This design comes from an exercise in tuning for small area and a short achievable clock period on the open sky130 flow, not from production work. Function was checked by simulation only, so behaviour that the tests miss may differ from the original. The clock port is modelled as an ideal driver; clocking choices that lean on that would not hold on a real chip. Power and IR drop assume default switching activity.

## run A
Design pe_mac, start of the top module:
module pe_mac #(
  parameter int WA       = 16,
  parameter int WB       = 16,
  parameter int ACCW     = 40,
  parameter int MULT_LAT = 1,
  parameter int ADD_LAT  = 0
) (
  input  logic                    clk,
  input  logic                    rst_n,
  input  logic                    in_valid,
  output logic                    in_ready,
  input  logic signed [WA-1:0]    a_in,
  input  logic signed [WB-1:0]    b_in,
  input  logic signed [ACCW-1:0]  psum_in,
  output logic                    out_valid,
  input  logic                    out_ready,
  output logic signed [WA-1:0]    a_out,
  output logic signed [WB-1:0]    b_out,
  output logic signed [ACCW-1:0]  psum_out
);
Size: ~1300 cells after synthesis, about 180 flip-flops, about 150 I/O pins.
Settings: LEC_CHECK=0, ABC_AREA=1, CAP_MARGIN=20, CORE_MARGIN=2, CORE_UTILIZATION=68, CTS_BUF_LIST=sky130_fd_sc_hd__clkbuf_8, SETUP_SLACK_MARGIN=3.15, SLEW_MARGIN=20, SYNTH_HIERARCHICAL=1, SYNTH_MINIMUM_KEEP_SIZE=0, TNS_END_PERCENT=10; clock period 6.0 ns.
standard.sh (not shown) runs the stock make flow with config.mk's settings and CLKGATE_MAP_FILE= SYNTH_SCRIPT=/design/flow/synth_recipe.tcl, a recipe that flattens the netlist after the stock synthesis.
==> flow/flow/run.sh <==
#!/bin/bash
# Own flow: the standard layout (standard.sh, unchanged synthesis) with
#  - the port buffers made of the smallest buffer cell (buf_1), and
#  - useful skew for the internal M registers (flow/skew.tcl, run as the
#    PRE_CTS_TCL hook: it wraps clock_tree_synthesis and delays the clock of
#    Ms/Mc, which have no path from an input or to an output).
set -euo pipefail
here=$(pwd)
export BUFFER_PORTS_ARGS="-buffer_cell sky130_fd_sc_hd__buf_1"
export PRE_CTS_TCL="$here/flow/skew.tcl"

export SKEW_CELLS="clkbuf_2 clkbuf_4"
export CTS_ARGS='-sink_clustering_enable -repair_clock_nets -buf_list {sky130_fd_sc_hd__clkbuf_4 sky130_fd_sc_hd__clkbuf_8} -dont_use_dummy_load'
bash standard.sh > standard.log 2>&1
==> flow/flow/skew.tcl <==
# Useful skew for the register-to-register paths A,B -> M -> S: the clock of
# the M registers (Ms, Mc), whose D and Q pins connect only to other
# registers through logic, is delayed by a chain of clock buffers after CTS,
# so the multiply stage borrows time from the accumulate stage.
rename clock_tree_synthesis my_cts_orig
proc clock_tree_synthesis {args} {
  my_cts_orig {*}$args
  # buffer cells of the delay chain, from the tree's leaf net to the registers
  set cells [expr {[info exists ::env(SKEW_CELLS)] ? $::env(SKEW_CELLS) : "clkbuf_2 clkbuf_4"}]
  set groups [dict create]
  foreach inst [get_cells -quiet {Ms[* Mc[*}] {
    set pin [get_pins -of_objects $inst -filter "name==CLK"]
    set net [get_nets -of_objects $pin]
    dict lappend groups [get_full_name $net] [list $pin [sta::sta_to_db_inst $inst]]
  }
  set block [ord::get_db_block]
  set k 0
  dict for {netname items} $groups {
    set xs 0; set ys 0; set pins {}
    foreach it $items {
      lappend pins [lindex $it 0]
      set bb [[lindex $it 1] getBBox]
      set xs [expr {$xs + (([$bb xMin] + [$bb xMax]) / 2)}]; set ys [expr {$ys + (([$bb yMin] + [$bb yMax]) / 2)}]
    }
    set n [llength $pins]
    set dbu [$block getDbUnitsPerMicron]
    set loc [list [expr {$xs / $n / double($dbu)}] [expr {$ys / $n / double($dbu)}]]
    set cur $netname
    # a stronger last buffer for a large group keeps the clock pin slew low
    set big [expr {[info exists ::env(SKEW_BIG)] ? $::env(SKEW_BIG) : 6}]
    set chain $cells
    if {$n > $big} { set chain [lreplace $chain end end clkbuf_8] }
    set s 0
    foreach cell $chain {
      insert_buffer -buffer_cell sky130_fd_sc_hd__$cell -net $cur -load_pins $pins -location $loc \
        -buffer_name skewbuf_${k}_$s -net_name skewnet_${k}_$s
      incr s
      set cur [get_full_name [get_nets -of_objects [lindex $pins 0]]]
    }
    puts "skew: $n M register clock pins of $netname behind $chain"
    incr k
  }
}
## Diff of input files: run B against run A
# run A
export LEC_CHECK = 0
export ABC_AREA = 1
export CAP_MARGIN = 20
export CORE_MARGIN = 2
export CORE_UTILIZATION = 68
export CTS_BUF_LIST = sky130_fd_sc_hd__clkbuf_8
export SETUP_SLACK_MARGIN = 3.15
export SLEW_MARGIN = 20
export SYNTH_HIERARCHICAL = 1
export SYNTH_MINIMUM_KEEP_SIZE = 0
export TNS_END_PERCENT = 10
create_clock -name core_clock -period 6.0 [get_ports {clk}]
# run B
export LEC_CHECK = 0
export ABC_AREA = 1
export CAP_MARGIN = 20
export CORE_MARGIN = 2
export CORE_UTILIZATION = 68
export CTS_BUF_LIST = sky130_fd_sc_hd__clkbuf_8
export GPL_ROUTABILITY_DRIVEN = 0
export PLACE_DENSITY = 0.8
export SETUP_SLACK_MARGIN = 3.15
export SLEW_MARGIN = 20
export SYNTH_HIERARCHICAL = 1
export SYNTH_MINIMUM_KEEP_SIZE = 0
export TNS_END_PERCENT = 10
create_clock -name core_clock -period 6.0 [get_ports {clk}]
--- a/flow/flow/run.sh
+++ b/flow/flow/run.sh
@@ -13 +13 @@
-export CTS_ARGS='-sink_clustering_enable -repair_clock_nets -buf_list {sky130_fd_sc_hd__clkbuf_4 sky130_fd_sc_hd__clkbuf_8} -dont_use_dummy_load'
+export CTS_ARGS="-sink_clustering_enable -repair_clock_nets -buf_list sky130_fd_sc_hd__clkbuf_8 -dont_use_dummy_load"
Notes after the runs:
Taking run A as the reference point, the cell count of the worst reg-to-reg path of run B falls by 1.
Cell area is higher on run B
Taking run A as the reference point, the proportion of layout cells with a drive suffix above 1 of run B rises by 2.9 points.
Sequential share of layout area in run B vs run A: down 0.75 points
Relative to run B, the following input files were edited for run C:
# run B
export LEC_CHECK = 0
export ABC_AREA = 1
export CAP_MARGIN = 20
export CORE_MARGIN = 2
export CORE_UTILIZATION = 68
export CTS_BUF_LIST = sky130_fd_sc_hd__clkbuf_8
export GPL_ROUTABILITY_DRIVEN = 0
export PLACE_DENSITY = 0.8
export SETUP_SLACK_MARGIN = 3.15
export SLEW_MARGIN = 20
export SYNTH_HIERARCHICAL = 1
export SYNTH_MINIMUM_KEEP_SIZE = 0
export TNS_END_PERCENT = 10
create_clock -name core_clock -period 6.0 [get_ports {clk}]
# run C
export LEC_CHECK = 0
export ABC_AREA = 1
export CAP_MARGIN = 20
export CORE_MARGIN = 2
export CORE_UTILIZATION = 68
export CTS_BUF_LIST = sky130_fd_sc_hd__clkbuf_8
export SETUP_SLACK_MARGIN = 3.2
export SLEW_MARGIN = 20
export SYNTH_HIERARCHICAL = 1
export SYNTH_MINIMUM_KEEP_SIZE = 0
export TNS_END_PERCENT = 20
create_clock -name core_clock -period 6.0 [get_ports {clk}]
--- a/flow/flow/run.sh
+++ b/flow/flow/run.sh
@@ -12 +12 @@
-export SKEW_CELLS="clkbuf_2 clkbuf_4"
+export SKEW_CELLS="clkdlybuf4s25_1 clkbuf_4"
Notes after the runs:
Run C finished every step from synthesis to the final layout, and the layout passed the timing, DRC and antenna checks.
Per the comparison of run C with run B, count of non-filler cells in the finished layout went down by 1.9%; fraction of layout cells with a size suffix above 1 went down by 1.8 points.
The core of run C is less densely filled than that of run B.
Clock network power: run C vs run B up 4.1%
The inputs of run D differ from those of run C as listed below.
# run C
export LEC_CHECK = 0
export ABC_AREA = 1
export CAP_MARGIN = 20
export CORE_MARGIN = 2
export CORE_UTILIZATION = 68
export CTS_BUF_LIST = sky130_fd_sc_hd__clkbuf_8
export SETUP_SLACK_MARGIN = 3.2
export SLEW_MARGIN = 20
export SYNTH_HIERARCHICAL = 1
export SYNTH_MINIMUM_KEEP_SIZE = 0
export TNS_END_PERCENT = 20
create_clock -name core_clock -period 6.0 [get_ports {clk}]
# run D
export LEC_CHECK = 0
export ABC_AREA = 1
export CAP_MARGIN = 20
export CORE_MARGIN = 2
export CORE_UTILIZATION = 55
export CTS_BUF_LIST = sky130_fd_sc_hd__clkbuf_8
export SETUP_SLACK_MARGIN = 3.1
export SLEW_MARGIN = 20
export SYNTH_HIERARCHICAL = 1
export SYNTH_MINIMUM_KEEP_SIZE = 0
export TNS_END_PERCENT = 20
create_clock -name core_clock -period 6.0 [get_ports {clk}]
Results
In the flow results for run D and run C, the number of gates on the worst path with buffers counted is larger on run C. Run D vs run C on share of the clock period used by the worst path: run D is the lower one. Final instance count without filler cells: run D and run C compared, higher one is run D. Summary of the comparison: peak per-stage delay on the critical path is higher in run D, relative to run C. The lower first-pass iteration count of the detailed router of run D and run C is in run D.

== build 59 ==
pe_mac again, from the RTL that the note above started with.
Design pe_mac, start of the top module:
module pe_mac #(
  parameter int WA       = 16,
  parameter int WB       = 16,
  parameter int ACCW     = 40,
  parameter int MULT_LAT = 1,
  parameter int ADD_LAT  = 0
) (
  input  logic                    clk,
  input  logic                    rst_n,
  input  logic                    in_valid,
  output logic                    in_ready,
  input  logic signed [WA-1:0]    a_in,
  input  logic signed [WB-1:0]    b_in,
  input  logic signed [ACCW-1:0]  psum_in,
  output logic                    out_valid,
  input  logic                    out_ready,
  output logic signed [WA-1:0]    a_out,
  output logic signed [WB-1:0]    b_out,
  output logic signed [ACCW-1:0]  psum_out
);
Settings: LEC_CHECK=0, ABC_AREA=1, CAP_MARGIN=20, CORE_MARGIN=2, CORE_UTILIZATION=76, CTS_BUF_LIST=sky130_fd_sc_hd__clkbuf_8, SETUP_SLACK_MARGIN=3.15, SLEW_MARGIN=20, SYNTH_HIERARCHICAL=1, SYNTH_MINIMUM_KEEP_SIZE=0, TNS_END_PERCENT=10; clock period 6.0 ns.
==> flow/flow/run.sh <==
#!/bin/bash
# Own flow: the standard layout (standard.sh, unchanged synthesis) with
#  - the port buffers made of the smallest buffer cell (buf_1), and
#  - useful skew for the internal M registers (flow/skew.tcl, run as the
#    PRE_CTS_TCL hook: it wraps clock_tree_synthesis and delays the clock of
#    Ms/Mc, which have no path from an input or to an output).
set -euo pipefail
here=$(pwd)
export BUFFER_PORTS_ARGS="-buffer_cell sky130_fd_sc_hd__buf_1"
export PRE_CTS_TCL="$here/flow/skew.tcl"

export SKEW_CELLS="clkbuf_2 clkbuf_4"
export CTS_ARGS="-sink_clustering_enable -repair_clock_nets -buf_list sky130_fd_sc_hd__clkbuf_8 -dont_use_dummy_load"
bash standard.sh > standard.log 2>&1
Scripts as last shown in full above: flow/flow/skew.tcl
Relative to build 59, the following input files were edited for build 35:
diff --git a/flow/config.mk b/flow/config.mk
--- a/flow/config.mk
+++ b/flow/config.mk
@@ -9,5 +9,5 @@
 export CAP_MARGIN = 20
 export CORE_MARGIN = 2
-export CORE_UTILIZATION = 76
+export CORE_UTILIZATION = 68
 export CTS_BUF_LIST = sky130_fd_sc_hd__clkbuf_8
 export SETUP_SLACK_MARGIN = 3.15
==> comparison <==
Build 35 went all the way through synthesis, placement and routing and the layout is clean on timing, DRC and antenna. Build 59 completed every stage of the flow, and the final layout passed the timing, DRC and antenna checks. Going from build 59 to build 35, number of gates given a new drive strength after cts shrank by more than 10%. Delta (build 35 minus build 59): endpoint required time on the critical path shows an increase of 30 ps, x dimension of the die shows an increase of about 5.5%.
For build 15, these inputs were changed with respect to build 35:
diff --git a/flow/config.mk b/flow/config.mk
--- a/flow/config.mk
+++ b/flow/config.mk
@@ -11,5 +11,5 @@
 export CORE_UTILIZATION = 68
 export CTS_BUF_LIST = sky130_fd_sc_hd__clkbuf_8
-export SETUP_SLACK_MARGIN = 3.15
+export SETUP_SLACK_MARGIN = 3.05
 export SLEW_MARGIN = 20
 export SYNTH_HIERARCHICAL = 1
Findings:
In build 15 the met3 routing resource usage after global routing turned out 0.37 points higher than in build 35.
Summary: summed area of non-filler cells in the final layout, build 15 better than build 35
Multi-input logic portion of the cell area is higher on build 35
Summary of the comparison: relative contribution of the clock network to total power is higher in build 15, relative to build 35.
Side by side, total global routing track utilization turned out higher in build 15 than in build 35.
Build 15 -> build 35: final cell count flat
The run showing the smaller latest clock arrival within the worst-skew pair is build 15.
Amount of wire on met3 after detailed routing was lower in build 15 than in build 35.
| detailed-route via count | build 15 vs build 35 | ≈ equal |
### build 15 -> build 88
diff --git a/flow/config.mk b/flow/config.mk
--- a/flow/config.mk
+++ b/flow/config.mk
@@ -9,7 +9,7 @@
 export CAP_MARGIN = 20
 export CORE_MARGIN = 2
-export CORE_UTILIZATION = 68
+export CORE_UTILIZATION = 55
 export CTS_BUF_LIST = sky130_fd_sc_hd__clkbuf_8
-export SETUP_SLACK_MARGIN = 3.05
+export SETUP_SLACK_MARGIN = 3.15
 export SLEW_MARGIN = 20
 export SYNTH_HIERARCHICAL = 1
### Flow results
The combined global-route utilization of all metal layers of build 88 falls short of that of build 15 by 6.0 points.
For the proportion of layout cells with a drive suffix above 1, build 88 came in 3.3 points higher than build 15 did.
Of build 88 and build 15, the run reporting the higher minimum clock period was build 15.

pe_mac, a different RTL version from the one above (not shown whole).
Size in the first run: about 1300 cells after synthesis, ~180 flip-flops, ~12000 sq um of cells after synthesis.
Settings: LEC_CHECK=0, ABC_AREA=1, CAP_MARGIN=20, CORE_MARGIN=2, CORE_UTILIZATION=55, CTS_BUF_LIST=sky130_fd_sc_hd__clkbuf_8, SETUP_SLACK_MARGIN=3.0, SLEW_MARGIN=20, SYNTH_HIERARCHICAL=1, SYNTH_MINIMUM_KEEP_SIZE=0; clock period 6.0 ns.
==> flow/flow/run.sh <==
#!/bin/bash
# Own flow: the standard layout (standard.sh, unchanged synthesis) with
#  - the port buffers made of the smallest buffer cell (buf_1), and
#  - useful skew for the internal M registers (flow/skew.tcl, run as the
#    PRE_CTS_TCL hook: it wraps clock_tree_synthesis and delays the clock of
#    Ms/Mc, which have no path from an input or to an output).
set -euo pipefail
here=$(pwd)
export BUFFER_PORTS_ARGS="-buffer_cell sky130_fd_sc_hd__buf_1"
export PRE_CTS_TCL="$here/flow/skew.tcl"

export SKEW_CELLS="clkbuf_2 clkbuf_2 clkbuf_2 clkbuf_4"
bash standard.sh > standard.log 2>&1
Scripts as last shown in full above: flow/flow/skew.tcl
The baseline passed the timing, DRC and antenna checks.
Edit:
--- a/flow/flow/run.sh
+++ b/flow/flow/run.sh
@@ -10,4 +10,5 @@
 export PRE_CTS_TCL="$here/flow/skew.tcl"
 
-export SKEW_CELLS="clkbuf_2 clkbuf_2 clkbuf_2 clkbuf_4"
+export SKEW_CELLS="clkdlybuf4s25_1 clkbuf_4"
+export CTS_ARGS="-sink_clustering_enable -repair_clock_nets -buf_list sky130_fd_sc_hd__clkbuf_8 -dont_use_dummy_load"
 bash standard.sh > standard.log 2>&1
SETUP_SLACK_MARGIN = 3.1   (was 3.0)
What happened: The new run passed the timing, DRC and antenna checks; total power falls by a few percent; worst setup slack improved by 100 ps; synthesized cell count is unchanged.
Edit:
--- a/flow/flow/run.sh
+++ b/flow/flow/run.sh
@@ -10,5 +10,4 @@
 export PRE_CTS_TCL="$here/flow/skew.tcl"
 
-export SKEW_CELLS="clkdlybuf4s25_1 clkbuf_4"
-export CTS_ARGS="-sink_clustering_enable -repair_clock_nets -buf_list sky130_fd_sc_hd__clkbuf_8 -dont_use_dummy_load"
+export SKEW_CELLS="clkbuf_2 clkbuf_2 clkbuf_2 clkbuf_4"
 bash standard.sh > standard.log 2>&1
CORE_UTILIZATION = 40   (was 55)
SETUP_SLACK_MARGIN = 3.0   (was 3.1)
After rerunning:
- synthesized cell count stays the same
- final cell count came out higher by 8.5%
- worst hold slack gains 21 ps
- die area came out higher by 36%
- setup slack loses 83 ps
- cell area came out higher by 1.4%
- clock power came out higher by 37%
- register-to-register slack loses 80 ps
- power came out higher by 4.9%
- combinational power came out lower by about 3%
- core utilization came out lower by 18 points
Edit:
CTS_BUF_LIST = default   (was sky130_fd_sc_hd__clkbuf_8)
Core utilization rises by 0.81 points.
Fmax is about the same.
Power rises by 6.3%.
Register-to-register slack is about the same.
Clock skew rises by 14 ps.
Edit:
CTS_BUF_LIST = sky130_fd_sc_hd__clkbuf_8   (was default)
SETUP_SLACK_MARGIN = 2.85   (was 3.0)
=>
- global-route usage came out higher by 0.20 points
- setup slack got worse by 170 ps
- power decreases by 7.7%
- final cell count came out higher by about 0.37%
- synthesized area is unchanged
- wire length climbs by 2.5%
Edit:
--- a/flow/flow/run.sh
+++ b/flow/flow/run.sh
@@ -10,4 +10,5 @@
 export PRE_CTS_TCL="$here/flow/skew.tcl"
 
-export SKEW_CELLS="clkbuf_2 clkbuf_2 clkbuf_2 clkbuf_4"
+export SKEW_CELLS="clkdlybuf4s25_1 clkbuf_4"
+export CTS_ARGS="-sink_clustering_enable -repair_clock_nets -buf_list sky130_fd_sc_hd__clkbuf_8 -dont_use_dummy_load"
 bash standard.sh > standard.log 2>&1
CORE_UTILIZATION = 55   (was 40)
SETUP_SLACK_MARGIN = 3.0   (was 2.85)
Effect:
- cell area came out lower by 0.86%
- global-route usage came out higher by 5.8 points
- setup slack gains 170 ps
- total power came out lower by 5.2%
- final cell count came out lower by 8.2%
- routed wire length came out lower by 7.6%
- register-to-register slack gains 170 ps
- worst hold slack gains 30 ps
- via count came out lower by 3.1%
- core utilization came out higher by 18 points
- critical path depth came out higher by 3

what the ideal ports hide:
The results above use ideal ports. As a check the final layouts listed here were re-extracted and re-timed, cells and wires unchanged. Step 1 sets driving cells, clkbuf_16 on the clock port and buf_2 on the other inputs (assumed; they add their load-dependent delay and slew). Step 2, shift: input delay + t, output delay - t, t = (earliest + latest rising clock arrival at the registers) / 2. This alone moves slack from input paths to output paths. a / b / c = no drivers / after step 1 / after step 2; a / b = the first two.
| run | shift t [ns] | setup slack, ns | hold WS [ns] | clock arrival spread, ns | cell pins on the clock port's net |
|---|---|---|---|---|---|
| run A | 0.613 | 3.122 / 3.121 / 2.675 | 0.393 / 0.393 / 0.393 | 0.284 / 0.283 | 1 |
| run B | 0.596 | 2.958 / 2.958 / 2.717 | 0.417 / 0.417 / 0.417 | 0.282 / 0.282 | 1 |
| run C | 0.690 | 3.054 / 3.054 / 2.667 | 0.286 / 0.286 / 0.286 | 0.454 / 0.455 | 1 |
| run D | 0.682 | 3.113 / 3.113 / 2.720 | 0.325 / 0.325 / 0.325 | 0.459 / 0.459 | 1 |
| build 59 | 0.599 | 2.960 / 2.960 / 2.424 | 0.457 / 0.457 / 0.457 | 0.289 / 0.289 | 1 |
| build 35 | 0.613 | 3.122 / 3.121 / 2.675 | 0.393 / 0.393 / 0.393 | 0.284 / 0.283 | 1 |
| build 15 | 0.595 | 3.054 / 3.054 / 2.611 | 0.259 / 0.259 / 0.259 | 0.278 / 0.278 | 1 |
| build 88 | 0.600 | 3.111 / 3.111 / 2.920 | 0.411 / 0.411 / 0.411 | 0.300 / 0.300 | 1 |
| the first run of note 3 | 0.720 | 3.033 / 3.033 / 2.599 | 0.194 / 0.194 / 0.194 | 0.469 / 0.469 | 1 |
| the second run of note 3 | 0.682 | 3.134 / 3.134 / 2.724 | 0.172 / 0.172 / 0.172 | 0.431 / 0.431 | 1 |
| the third run of note 3 | 0.714 | 3.051 / 3.051 / 2.521 | 0.192 / 0.192 / 0.192 | 0.453 / 0.453 | 1 |
| the fourth run of note 3 | 0.700 | 3.054 / 3.054 / 2.648 | 0.197 / 0.197 / 0.197 | 0.462 / 0.462 | 1 |
| the fifth run of note 3 | 0.713 | 2.884 / 2.884 / 2.474 | 0.199 / 0.199 / 0.199 | 0.460 / 0.460 | 1 |
| the sixth run of note 3 | 0.677 | 3.051 / 3.051 / 2.614 | 0.229 / 0.229 / 0.229 | 0.442 / 0.443 | 1 |
Clock arrivals are far apart in 8 of these runs, so t is only a midpoint there and step 2 fits no single register. The setup slack of build 59, which loses most, moves by 0.000 ns with the drivers and by -0.536 ns with both steps.
